Background: an optimization exercise with open tools, aiming at small area, a short achievable clock period and few clock cycles. Do not read the settings as production practice. Function was checked by simulation only, so behaviour that the tests miss may differ from the original. Power is estimated from default activity; no workload was simulated.

Design fsm, start of the top module:
module fsm(
    input [15:0] dataIn,
    input R_I,
    input reset,
    input clk,
    output reg r_o,
    output reg [1:0] err,
    output [31:0] dataOut,
    output ready
    );
clock: 10.0 ns
lec_check: 0
abc_area: 1
cap_margin: 20
core_margin: 2
core_utilization: 40
setup_slack_margin: 5
slew_margin: 20
run.sh (not shown) runs the stock make flow with config.mk's settings and CLKGATE_MAP_FILE= SYNTH_SCRIPT=/design/flow/synth_recipe.tcl, a recipe that flattens the netlist after the stock synthesis.
The first run finished with timing, DRC and antenna clean.
Testbench counts at the start, summed over its fixed seeds: cycles 9,732.
Next try:
--- a/flow/design.v
+++ b/flow/design.v
@@ -132,18 +132,16 @@
     reg        last;        
     reg [4:0]  it;
     reg [3:0]  oh;          
     reg        go_s1;       
     reg [3:0]  stopm2;
     reg [23:0] acs, acc_c;  
     reg [7:0]  a_ls, a_lc;  
     reg        q0r;         
-    reg [7:0]  sqe;         
-    reg [7:0]  sx_r;        
     reg        sqd;         
     reg [4:0]  sa;          
     reg [24:0] rem;         
     reg [23:0] quo;
     reg        asub;        
     reg        bmd;         
     reg [7:0]  mx_e;        
     reg [7:0]  ad;          
@@ -155,32 +153,33 @@
     reg        sub;
     wire take = rdy & R_I;
     wire        fr_err, fr_inf;
     wire [24:0] fr_inc;
     checkfr_fsm FR(.num_in({reg_n[31:16], dataIn}), .res(fr_err), .inf(), .inc());
     checkfr_fsm FC(.num_in(reg_n), .res(), .inf(fr_inf), .inc(fr_inc));
     wire [24:0] tgt = {1'b1, reg_n[22:0], 1'b0};
     wire [23:0] xm = {1'b1, reg_x[22:0]};
-    wire [7:0]  sx = sx_r;
+    wire [7:0]  sx = ({8{oh[0]}} & xm[7:0]) | ({8{oh[1]}} & xm[15:8]) | ({8{oh[2]}} & xm[23:16]);
     wire [23:0] acs_nx, acc_c_nx;
     wire [7:0]  ls_nx, lc_nx;
     wire [8:0]  alo  = {1'b0, a_ls} + {1'b0, a_lc};
     wire        l23  = alo[7];                          
     pow2_fsm PW(.m(xm), .s(acs & {24{!oh[0]}}), .c(acc_c & {24{!oh[0]}}), .pc(alo[8] & !oh[0]), .sx(sx),
                 .s_nx(acs_nx), .c_nx(acc_c_nx), .ls(ls_nx), .lc(lc_nx));
     wire [23:0] sqsum = acs + acc_c + {23'd0, alo[8]};   
     wire [25:0] as_s;
-    sum_fsm SD(.a(bmd ? rem : {1'b0, acc_c}), .b({reg_x[23] | bmd, reg_x[22:0]}), .sub(asub), .s(as_s));
+    sum_fsm SD(.a(rem), .b({reg_x[23] | bmd, reg_x[22:0]}), .sub(asub), .s(as_s));
     wire [24:0] rem_nx;
     wire [1:0]  qb;
     del_fsm DL(.r(rem), .d(xm), .t2(as_s), .r_nx(rem_nx), .q(qb));
     wire [7:0]  xe   = reg_x[30:23];
     wire        f24  = xm >= 24'hB504F4;           
     wire [7:0]  sq_e = {xe[6:0], 1'b0} + 8'd129 + {7'd0, f24};
+    wire [7:0]  sqe  = sq_e;
     wire        amb_c = (xe == 8'd127 && !f24) || (xe == 8'd126 && f24);
     wire        ovr_c = (xe >= 8'd192) || (xe == 8'd191 && f24) || (xe <= 8'd62) ||
                         (xe == 8'd63 && !f24) || (xe == 8'd127 && f24);
     wire [8:0]  dsq  = {1'b0, sqe} - {1'b0, mx_e};
     wire [8:0]  dqt  = {1'b0, mx_e} - {1'b0, sqe};
     wire [22:0] sq_m = acs[22:0];
     wire [30:0] sq   = {sqe, sq_m};
     wire [22:0] sqf_m = sqsum[23] ? sqsum[22:0] : {sqsum[21:0], l23};
@@ -309,17 +308,16 @@
     end
     always @(posedge clk) begin
             case (state)
                 W1: begin
                     reg_x[31:16] <= dataIn;
                 end
                 W2: begin
                     reg_x[15:0] <= dataIn;
-                    sx_r <= dataIn[7:0];
                     err <= 2'b11;
                 end
                 W3: begin
                     reg_n[31:16] <= dataIn;
                 end
                 W4: begin
                     reg_n[15:0] <= dataIn;
                     err <= 2'b00;
@@ -341,26 +339,24 @@
                     if (oh[0] | oh[1] | oh[2]) begin
                         acs <= acs_nx;
                         acc_c <= acc_c_nx;
                         a_ls <= ls_nx;
                         a_lc <= lc_nx;
                     end
                     rem <= rem_nx;
                     quo <= {quo[21:0], qb};
-                    sx_r <= oh[0] ? xm[15:8] : xm[23:16];
                     oh <= {oh[2:0], 1'b0};
                     go_s1 <= oh[3] ? (stop == 4'd5) : (!(oh[0] | oh[1] | oh[2]) && it[3:0] == stopm2);
                     it <= it + 5'd1;
                     ovf <= over;
                     begin
                         if (oh[0]) begin
                             cnt  <= cnt + fr_inc;
                             amb  <= amb_c;
-                            sqe  <= sq_e;
                             ovr  <= ovr_c;
                             mx_e <= reg_n[30:23] - xe + 8'd126;
                             sub  <= reg_n[31] ^ reg_x[31];
                         end
                         if (oh[1]) begin
                             q0r  <= quo[1];
                             mx_e <= mx_e + {7'd0, quo[1]};
                             last <= !fr_inf && (cnt == tgt);
@@ -378,44 +374,41 @@
                             sa     <= part ? sa_q : (ad >= 8'd24) ? 5'd24 : ad[4:0];
                         end
                     end
                     if (oh[0] && ovr_c) begin
                         err <= 2'b01;
                         reg_x <= 32'd0;
                     end else if (oh[3] && !amb && e_gt && (ad >= 8'd24)) begin
                         reg_x <= {1'b0, sqe, sqf_m};
-                        sx_r <= sqf_m[7:0];
                         next_elem;
                     end else if (go_s1) begin
                     end
                 end
                 S1: begin
                     if (amb && ovf) begin
                         err <= 2'b01;
                         reg_x <= 32'd0;
                     end else begin
-                        acc_c <= {1'b1, al_m};
+                        rem <= {2'b01, al_m};
                         reg_x[23:0] <= al_sh;
                         mx_s <= al_agt ? 1'b0 : sub;
                         asub <= sub;
                         bmd <= 1'b0;
                     end
                 end
                 S2: begin
                     reg_x <= {mx_s, (mant[24] ? e_up : mx_e), (mant[24] ? mant[23:1] : mant[22:0])};
-                    sx_r <= mant[24] ? mant[8:1] : mant[7:0];
                     next_elem;
                     if (mant[24] || mant[23]) begin
                     end else begin
                     end
                 end
                 NORM: begin
                     reg_x[30:0] <= {reg_x[30:23] - 8'd1, reg_x[21:0], 1'b0};
-                    sx_r <= {reg_x[6:0], 1'b0};
                     it <= it + 5'd1;
                     if (reg_x[22] || it == 5'd22) begin
                         it <= 5'd0;
                     end
                 end
                 default: begin
                 end
             endcase
After rerunning:
- non-clock buffer count rises by 13
- sequential power falls by about 6%
- clock power falls by 16%
- maximum frequency falls by about 2.5%
- routed wire length falls by 2.2%
- worst setup slack degrades by 0.13 ns
- total power falls by about 7%
- combinational power is about the same
Testbench counts after the change, summed over its fixed seeds: cycles 9,732.

-- afterwards: timing with drivers on the ports --
In the flow no input, the clock included, has a driving cell. The finished layouts below were timed again as built, in two steps.
Step 1: set_driving_cell puts a clkbuf_16 on clk and a buf_2 on each other input, an assumption about the parent block.
Step 2 adds t to the input delays and takes it off the output delays; t is the mean of the earliest and latest rising clock arrival at the registers after step 1. Input paths then give back, and output paths get back, about the clock's delay inside the block.
Three values: ideal, step 1, step 2; two values: the first two.
run	t (ns)	setup slack, ns	worst hold slack (ns)	latest minus earliest clock arrival (ns)
the first run	0.630	5.217 / 5.217 / 5.217	0.537 / 0.537 / 0.537	0.036 / 0.036
the second run	0.657	5.092 / 5.092 / 5.092	0.508 / 0.508 / 0.508	0.045 / 0.045
After both steps setup and hold are still met in every run listed.
